This is an optimization exercise on Yosys and OpenROAD, whose aim is small area, not a production implementation.
The RTL was checked by simulation tests, not by an equivalence proof against the original design.
No activity file was given, so power comes from the tool's default toggle rates.

==> inputs of trial 86 <==
==> flow/design.v <==
module ParkingController (
    input clk,
    input rst,
    input car_entered,
    input is_uni_car_entered,
    input car_exited,
    input is_uni_car_exited,
    output [9:0] uni_parked_cars,
    output [9:0] parked_cars,
    output [9:0] uni_vacated_space,
    output [9:0] vacated_space,
    output uni_is_vacated_space,
    output is_vacated_space
);
reg [11:0] s;
reg [4:0]  g;
reg [8:0]  q, p;
function [8:0] rsub;
    input [8:0] k, x;
    integer i;
    reg b;
    begin
        b = 1'b0;
        for (i = 0; i < 9; i = i + 1) begin
            rsub[i] = k[i] ^ x[i] ^ b;
            b = (~k[i] & (x[i] | b)) | (x[i] & b);
        end
    end
endfunction
function [8:0] rud;
    input [8:0] x;
    input up, dn;
    integer i;
    reg c;
    begin
        c = up;
        for (i = 0; i < 9; i = i + 1) begin
            rud[i] = x[i] ^ dn ^ c;
            c = (x[i] & dn) | (x[i] & c) | (dn & c);
        end
    end
endfunction
function lt;
    input [8:0] x, k;
    integer i;
    reg eq;
    begin
        lt = 1'b0;
        eq = 1'b1;
        for (i = 8; i >= 0; i = i - 1) begin
            lt = lt | (eq & k[i] & ~x[i]);
            eq = eq & ~(k[i] ^ x[i]);
        end
    end
endfunction
function [11:0] inc12;
    input [11:0] x;
    integer i;
    reg c;
    begin
        c = 1'b1;
        for (i = 0; i < 12; i = i + 1) begin
            inc12[i] = x[i] ^ c;
            c = x[i] & c;
        end
    end
endfunction
wire swrap = &{s[11:9], s[3:0]};    
wire h12 = ~g[4] & (g[3:0] == 4'd12);
wire h13 = ~g[4] & (g[3:0] == 4'd13);
wire h14 = ~g[4] & (g[3:0] == 4'd14);
wire h15 = ~g[4] & (g[3:0] == 4'd15);
wire [8:0] c_d = g[4] ? 9'd500 : h13 ? 9'd250 : h14 ? 9'd300 : h15 ? 9'd350 : 9'd200;
wire [8:0] u_d = g[4] ? 9'd200 : h13 ? 9'd450 : h14 ? 9'd400 : h15 ? 9'd350 : 9'd500;
wire [8:0] fu = rsub(u_d, q);
wire [8:0] fo = rsub(c_d, p);
wire nzu = |fu;
wire nzo = |fo;
wire tu50  = swrap & (h12 | h13 | h14);
wire tu150 = swrap & h15;
wire tu300 = swrap & (&g);
wire [8:0] un = h12 ? 9'd450 : h13 ? 9'd400 : h14 ? 9'd350 : 9'd200;
wire eu = car_entered & is_uni_car_entered;
wire eo = car_entered & ~is_uni_car_entered;
wire xu = car_exited & is_uni_car_exited;
wire xo = car_exited & ~is_uni_car_exited;
wire u_clamp = (tu50 & lt(fu, 9'd50)) | (tu150 & lt(fu, 9'd150));
wire u_ok = tu50 ? ~lt(fu, 9'd51) : tu150 ? ~lt(fu, 9'd151) : (nzu | tu300);
wire u_inc = eu & u_ok;
wire u_up = u_inc & ~xu;
wire u_dn = ~u_inc & xu & (|q);
wire o_clamp = tu300 & lt(fo, 9'd300);
wire o_ok = tu300 ? ~lt(fo, 9'd301) : (nzo | swrap & (h12 | h13 | h14 | h15));
wire o_inc = eo & o_ok;
wire o_up = o_inc & ~xo;
wire o_dn = ~o_inc & xo & (|p);
wire [8:0] un_x = un - {8'd0, xu};
always @(posedge clk) begin
    if (rst) begin
        s <= 12'd3599;
        g <= 5'd7;
        q <= 9'd0;
        p <= 9'd0;
    end else begin
        s <= swrap ? 12'd0 : inc12(s);
        if (swrap) g <= (g + 5'd1) | {1'b0, &g, 3'b0};
        q <= u_clamp ? un_x : rud(q, u_up, u_dn);
        p <= o_clamp ? (xo ? 9'd199 : 9'd200) : rud(p, o_up, o_dn);
    end
end
assign uni_parked_cars = {1'b0, q};
assign parked_cars = {1'b0, p};
assign uni_vacated_space = {1'b0, fu};
assign vacated_space = {1'b0, fo};
assign uni_is_vacated_space = nzu;
assign is_vacated_space = nzo;
endmodule
==> flow/flow/run.sh <==
#!/bin/bash
# Standard ORFS layout with two changes: synthesis maps the logic with an
# area-oriented ABC script (flow/area.abc, no full-adder extraction), and the
# port buffers are buf_1 cells.
set -euo pipefail
W=$PWD
bash standard.sh SYNTH_SCRIPT=$W/flow/synth_wrap.tcl ADDER_MAP_FILE= \
  "BUFFER_PORTS_ARGS=-buffer_cell sky130_fd_sc_hd__buf_1" finish > $W/standard.log 2>&1
==> flow/flow/area.abc <==
strash
dc2
&get -n
&deepsyn -T 15
&put
dch -f
amap
==> flow/flow/synth_wrap.tcl <==
# The standard flow's synthesis script, with ABC's mapping script replaced by flow/area.abc
set my_flow_dir [file dirname [file normalize [info script]]]
proc abc {args} {
  global my_flow_dir
  set i [lsearch -exact $args -script]
  if { $i >= 0 } { lset args [expr {$i + 1}] $my_flow_dir/area.abc }
  yosys abc {*}$args
}
source [file join $my_flow_dir .. synth_recipe.tcl]
==> flow/standard.sh <==
#!/bin/bash
# synth_recipe.tcl (not shown) runs the flow's synth.tcl, then flattens the netlist and writes it again
# the make line also repeats each setting of config.mk as NAME=value (left out here)
make -C /OpenROAD-flow-scripts/flow DESIGN_CONFIG=/design/flow/config.mk WORK_HOME=/design/flow/orfs CLKGATE_MAP_FILE= SYNTH_SCRIPT=/design/flow/synth_recipe.tcl "${@:-finish}"
==> flow/config.mk <==
export PLATFORM = sky130hd
export DESIGN_NAME = ParkingController
export DESIGN_NICKNAME = ParkingController
export VERILOG_FILES = /design/flow/design.v
export SDC_FILE = /design/flow/constraint.sdc
export NUM_CORES = 4
export LEC_CHECK = 0
export ABC_AREA = 1
export CAP_MARGIN = 20
export CORE_MARGIN = 2
export CORE_UTILIZATION = 40
export SLEW_MARGIN = 20
==> flow/constraint.sdc <==
create_clock -name core_clock -period 35.0 [get_ports {clk}]
set_input_delay 7.0000 -clock core_clock [delete_from_list [all_inputs] [get_ports {clk}]]
set_output_delay 7.0000 -clock core_clock [all_outputs]
set_load 0.01 [all_outputs]
==> build 71: changes against trial 86 <==
==> flow/flow/run.sh (replaced) <==
#!/bin/bash
bash standard.sh > standard.log 2>&1
removed: flow/flow/area.abc
removed: flow/flow/synth_wrap.tcl
==> run summary <==
The first-iteration DRC count of trial 86 is 3.9 times that of build 71.
In trial 86 the clock power is higher than in build 71, by 23%.
Of build 71 and trial 86, trial 86 has the higher via count (gap 10%, measured against trial 86).
Sequential cell count is the same in trial 86 and build 71.
Against trial 86, the wire length of build 71 is lower by 5.1%.
Between build 71 and trial 86, the lower global-route usage is in build 71 (gap 3.6 points).
In trial 86 the register-to-register slack is better than in build 71, by 1800 ps.
==> figures <==
| item | build 71 | trial 86 |
|---|---|---|
| Outcome | finished clean | finished clean |
| Seq/Total Area, Yosys | 0.2398 | 0.3050 |
| Met1 layer usage reported by global route | 0.2337 | 0.2981 |
| Fill cell count | 725 | 604 |
| Beginning of the critical path | g[0]$_SDFFE_PP1P_ | g[4]$_SDFFE_PP0P_ |
| Worst setup endpoint | is_vacated_space | uni_is_vacated_space |
| Final net count | 458 | 403 |
| Multi-input logic area | 1889 µm² | 1379 µm² |
| Share of layout cells above drive strength 1 | 0.1064 | 0.01763 |
| Ratio of layout area to synthesized area | 1.1966x | 1.1411x |
| Crit Path Max Fanout | 5 | 8 |
| Core Rows | 31 | 27 |
| Length of routed met3 wiring | 251 µm | 461 µm |
| Sequential share of cell area | 0.2004 | 0.2673 |
| Post-DR vias/cell | 4.596 | 5.480 |

[static timing again, ports no longer ideal]
No port has a modelled driver above. Below, the same layouts with a new extraction and two added sets of constraints.
Step 1 sets driving cells, clkbuf_16 on the clock port and buf_2 on the other inputs (assumed; they add their load-dependent delay and slew).
Step 2 times the ports against the registers' clock, not the clock port: input delays grow and output delays shrink by t, the midpoint of the rising clock arrivals with the driver on.
a / b / c = ideal ports / drivers / drivers and shift; a / b = the first two.
run | shift t [ns] | setup WS [ns] | hold WS [ns] | latest minus earliest clock arrival (ns)
trial 86 | 0.314 | 22.497 / 22.469 / 22.782 | 0.406 / 0.406 / 0.406 | 0.005 / 0.005
build 71 | 0.314 | 22.465 / 22.436 / 22.749 | 0.499 / 0.499 / 0.499 | 0.009 / 0.009
After both steps setup and hold are still met in every run listed.
